Context: an optimization exercise on an open-source flow, tuned for small area and a short achievable clock period. The choices shown serve that exercise and are no tape-out recipe.
Function was checked by simulation only, so behaviour that the tests miss may differ from the original.

## conv2d
module conv2d #(  parameter DATA_WIDTH = 8,  parameter KERNEL_WIDTH = 8,  parameter IMG_WIDTH = 32,  parameter OUT_WIDTH = 21) (
    input  wire                    CLK,
    input  wire                    RST,
    input  wire                    data_valid_in,
    input  wire [DATA_WIDTH-1:0]   data_in,
    input  wire                    load_kernel,
    input  wire [KERNEL_WIDTH-1:0] kernel,
    output wire [OUT_WIDTH-1:0]    data_out,
    output wire                    valid_out,
    output reg                     load_kernel_done);
For scale: roughly 1300 flip-flops, about 43 I/O pins, about 79000 um^2 of cells after synthesis.
export LEC_CHECK = 0
export CAP_MARGIN = 20
export CORE_MARGIN = 2
export CORE_UTILIZATION = 65
export CTS_BUF_LIST = sky130_fd_sc_hd__clkbuf_8
export CTS_CLUSTER_DIAMETER = 60
export CTS_CLUSTER_SIZE = 20
export SLEW_MARGIN = 20
create_clock -name core_clock -period 35.0 [get_ports {CLK}]
standard.sh (not shown) runs the stock make flow with config.mk's settings and CLKGATE_MAP_FILE= SYNTH_SCRIPT=/design/flow/synth_recipe.tcl, a recipe that flattens the netlist after the stock synthesis.
==> flow/flow/run.sh <==
#!/bin/bash
set -euo pipefail
W=$(pwd)
sed '1s/.*/proc synth {args} { yosys synth -nofsm -noshare -noabc {*}$args }/' \
    synth_recipe.tcl > own_synth.tcl
MARGIN=$(cat flow/margin.txt 2>/dev/null || echo 0)
bash standard.sh SYNTH_SCRIPT="$W/own_synth.tcl" SETUP_SLACK_MARGIN="$MARGIN" SKIP_GATE_CLONING=1 finish \
    > own_flow.log 2>&1
==> flow/flow/margin.txt <==
20.7
Then changed:
Settings changed: CORE_UTILIZATION 65 to 40.
Critical path depth does not change; final area came out higher by 1.7%; worst setup slack is worse by 0.0053 ns; sequential share of layout area decreases by 0.77 points.

Another version of the RTL of conv2d (not shown whole).
Size in the first run: about 3,900 cells after synthesis, roughly 43 I/O pins, roughly 0.073 mm2 of cells after synthesis.
clock: 35.0 ns
lec_check: 0
cap_margin: 20
cell_pad_in_sites_detail_placement: 1
cell_pad_in_sites_global_placement: 1
core_margin: 2
core_utilization: 40
cts_buf_list: sky130_fd_sc_hd__clkbuf_16
cts_cluster_diameter: 80
cts_cluster_size: 30
slew_margin: 20
==> flow/flow/run.sh <==
#!/bin/bash
# Own layout flow: the standard ORFS flow (standard.sh), with these changes.
#  2. Repair steps aim for extra setup slack (SETUP_SLACK_MARGIN, from
#     flow/margin.txt), so that the resizer also works on paths that
#     already meet the 35 ns clock.  Gate cloning is off, so that each input
#     port keeps driving its one input buffer only.
#  3. Port buffers are inserted as buf_1; the resizer sizes them up where
#     timing needs it.
# Every tool's output goes to own_flow.log in this folder and to orfs/logs.
set -euo pipefail
W=$(pwd)
bash flow/mksynth.sh synth_recipe.tcl "$W/flow/abc.script" > own_synth.tcl
MARGIN=$(cat flow/margin.txt)
bash standard.sh SYNTH_SCRIPT="$W/own_synth.tcl" SETUP_SLACK_MARGIN="$MARGIN" \
    SKIP_GATE_CLONING=1 BUFFER_PORTS_ARGS="-buffer_cell sky130_fd_sc_hd__buf_1" finish \
    > own_flow.log 2>&1
==> flow/flow/abc.script <==
&get -n
&st
&nf
&put
==> flow/flow/mksynth.sh <==
#!/bin/bash
# usage: mksynth.sh synth_recipe.tcl ABC_SCRIPT > own_synth.tcl
# synth_recipe.tcl with -noabc added to every "synth" call and the final ABC
# mapping run with ABC_SCRIPT instead of ORFS's abc_speed/abc_area script.
sed '1s/.*/proc synth {args} { yosys synth -nofsm -noshare -noabc {*}$args }/' "$1" | {
  IFS= read -r first; printf '%s\n' "$first"
  cat <<EOT
proc abc {args} {
  set i [lsearch -exact \$args -script]
  if {\$i >= 0} { set args [lreplace \$args [expr {\$i + 1}] [expr {\$i + 1}] {$2}] }
  yosys abc {*}\$args
}
EOT
  cat; }
Scripts as last shown in full above: flow/flow/margin.txt
The first run finished clean.
Rerun with:
==> flow/flow/run.sh (replaced) <==
#!/bin/bash
set -euo pipefail
W=$(pwd)
sed '1s/.*/proc synth {args} { yosys synth -nofsm -noshare -noabc {*}$args }/' \
    synth_recipe.tcl > own_synth.tcl
MARGIN=$(cat flow/margin.txt 2>/dev/null || echo 0)
bash standard.sh SYNTH_SCRIPT="$W/own_synth.tcl" SETUP_SLACK_MARGIN="$MARGIN" SKIP_GATE_CLONING=1 finish \
    > own_flow.log 2>&1
==> flow/config.mk (replaced) <==
export PLATFORM = sky130hd
export DESIGN_NAME = conv2d
export DESIGN_NICKNAME = conv2d
export VERILOG_FILES = /design/flow/design.v
export SDC_FILE = /design/flow/constraint.sdc
export NUM_CORES = 4
export LEC_CHECK = 0
export ABC_AREA = 1
export CAP_MARGIN = 20
export CORE_MARGIN = 2
export CORE_UTILIZATION = 40
export CTS_BUF_LIST = sky130_fd_sc_hd__clkbuf_8
export CTS_CLUSTER_DIAMETER = 50
export CTS_CLUSTER_SIZE = 16
export SLEW_MARGIN = 20
removed: flow/flow/abc.script
removed: flow/flow/mksynth.sh
The new run finished clean; maximum frequency rises by 0.53%; clock-buffer cell count rises by 58; routed wire length rises by 9.4%; synthesized cell count rises by about 36%; non-clock buffer count is unchanged; synthesized area rises by 3.8%.
Rerun with:
==> flow/flow/run.sh (replaced) <==
#!/bin/bash
# Own layout flow: the standard ORFS flow (standard.sh), with these changes.
#  2. Repair steps aim for extra setup slack (SETUP_SLACK_MARGIN, from
#     flow/margin.txt), so that the resizer also works on paths that
#     already meet the 35 ns clock.  Gate cloning is off, so that each input
#     port keeps driving its one input buffer only.
#  3. Port buffers are inserted as buf_1; the resizer sizes them up where
#     timing needs it.
# Every tool's output goes to own_flow.log in this folder and to orfs/logs.
set -euo pipefail
W=$(pwd)
bash flow/mksynth.sh synth_recipe.tcl "$W/flow/abc.script" > own_synth.tcl
MARGIN=$(cat flow/margin.txt)
bash standard.sh SYNTH_SCRIPT="$W/own_synth.tcl" SETUP_SLACK_MARGIN="$MARGIN" \
    SKIP_GATE_CLONING=1 BUFFER_PORTS_ARGS="-buffer_cell sky130_fd_sc_hd__buf_1" finish \
    > own_flow.log 2>&1
==> flow/flow/abc.script (new file) <==
&get -n
&st
&nf
&put
==> flow/flow/margin.txt (replaced) <==
21.0
==> flow/flow/mksynth.sh (new file) <==
#!/bin/bash
# usage: mksynth.sh synth_recipe.tcl ABC_SCRIPT > own_synth.tcl
# synth_recipe.tcl with -noabc added to every "synth" call and the final ABC
# mapping run with ABC_SCRIPT instead of ORFS's abc_speed/abc_area script.
sed '1s/.*/proc synth {args} { yosys synth -nofsm -noshare -noabc {*}$args }/' "$1" | {
  IFS= read -r first; printf '%s\n' "$first"
  cat <<EOT
proc abc {args} {
  set i [lsearch -exact \$args -script]
  if {\$i >= 0} { set args [lreplace \$args [expr {\$i + 1}] [expr {\$i + 1}] {$2}] }
  yosys abc {*}\$args
}
EOT
  cat; }
--- a/flow/config.mk
+++ b/flow/config.mk
@@ -6,10 +6,10 @@
 export NUM_CORES = 4
 export LEC_CHECK = 0
-export ABC_AREA = 1
 export CAP_MARGIN = 20
 export CORE_MARGIN = 2
 export CORE_UTILIZATION = 40
 export CTS_BUF_LIST = sky130_fd_sc_hd__clkbuf_8
-export CTS_CLUSTER_DIAMETER = 50
-export CTS_CLUSTER_SIZE = 16
+export CTS_CLUSTER_DIAMETER = 60
+export CTS_CLUSTER_SIZE = 20
+export PLACE_DENSITY = 0.45
 export SLEW_MARGIN = 20
Result: First-iteration DRC count climbs by 52%. Sequential share of layout area is higher by 1.6 points. Utilization came out higher by 0.15 points. Worst hold slack got worse by 0.033 ns. Die area falls by 3.7%. Flip-flop and latch count stays the same. Clock-buffer cell count went down by 23. Design area goes down by 3.3%.

## port drivers added, routing unchanged
Ports are ideal in the flow. The routed layouts listed here were re-timed in OpenROAD. Step 1, drivers: a clkbuf_16 drives CLK and a buf_2 each remaining input, both assumed. Step 2 also shifts input and output timing later by t, the mid clock arrival at the registers, as if the neighbouring blocks saw the same clock. Three values: no drivers, after step 1, after step 2; two values: the first two.
run | shift t [ns] | slack for setup (ns) | worst hold slack (ns) | worst data-port slew with drivers (ns)
the first run of note 1 | 0.939 | 20.647 / 20.588 / 20.588 | 0.401 / 0.401 / 0.401 | 0.08
the second run of note 1 | 1.018 | 20.641 / 20.572 / 20.572 | 0.400 / 0.400 / 0.400 | 0.10
the first run of note 2 | 0.840 | 20.635 / 20.593 / 20.593 | 0.408 / 0.408 / 0.408 | 0.05
the second run of note 2 | 1.021 | 20.710 / 20.651 / 20.651 | 0.401 / 0.401 / 0.401 | 0.09
the third run of note 2 | 0.998 | 20.640 / 20.600 / 20.600 | 0.368 / 0.368 / 0.368 | 0.05
After both steps setup and hold are still met in every run listed. The setup slack of the second run of note 1, which loses most, moves by -0.069 ns with the drivers and by -0.069 ns with both steps.
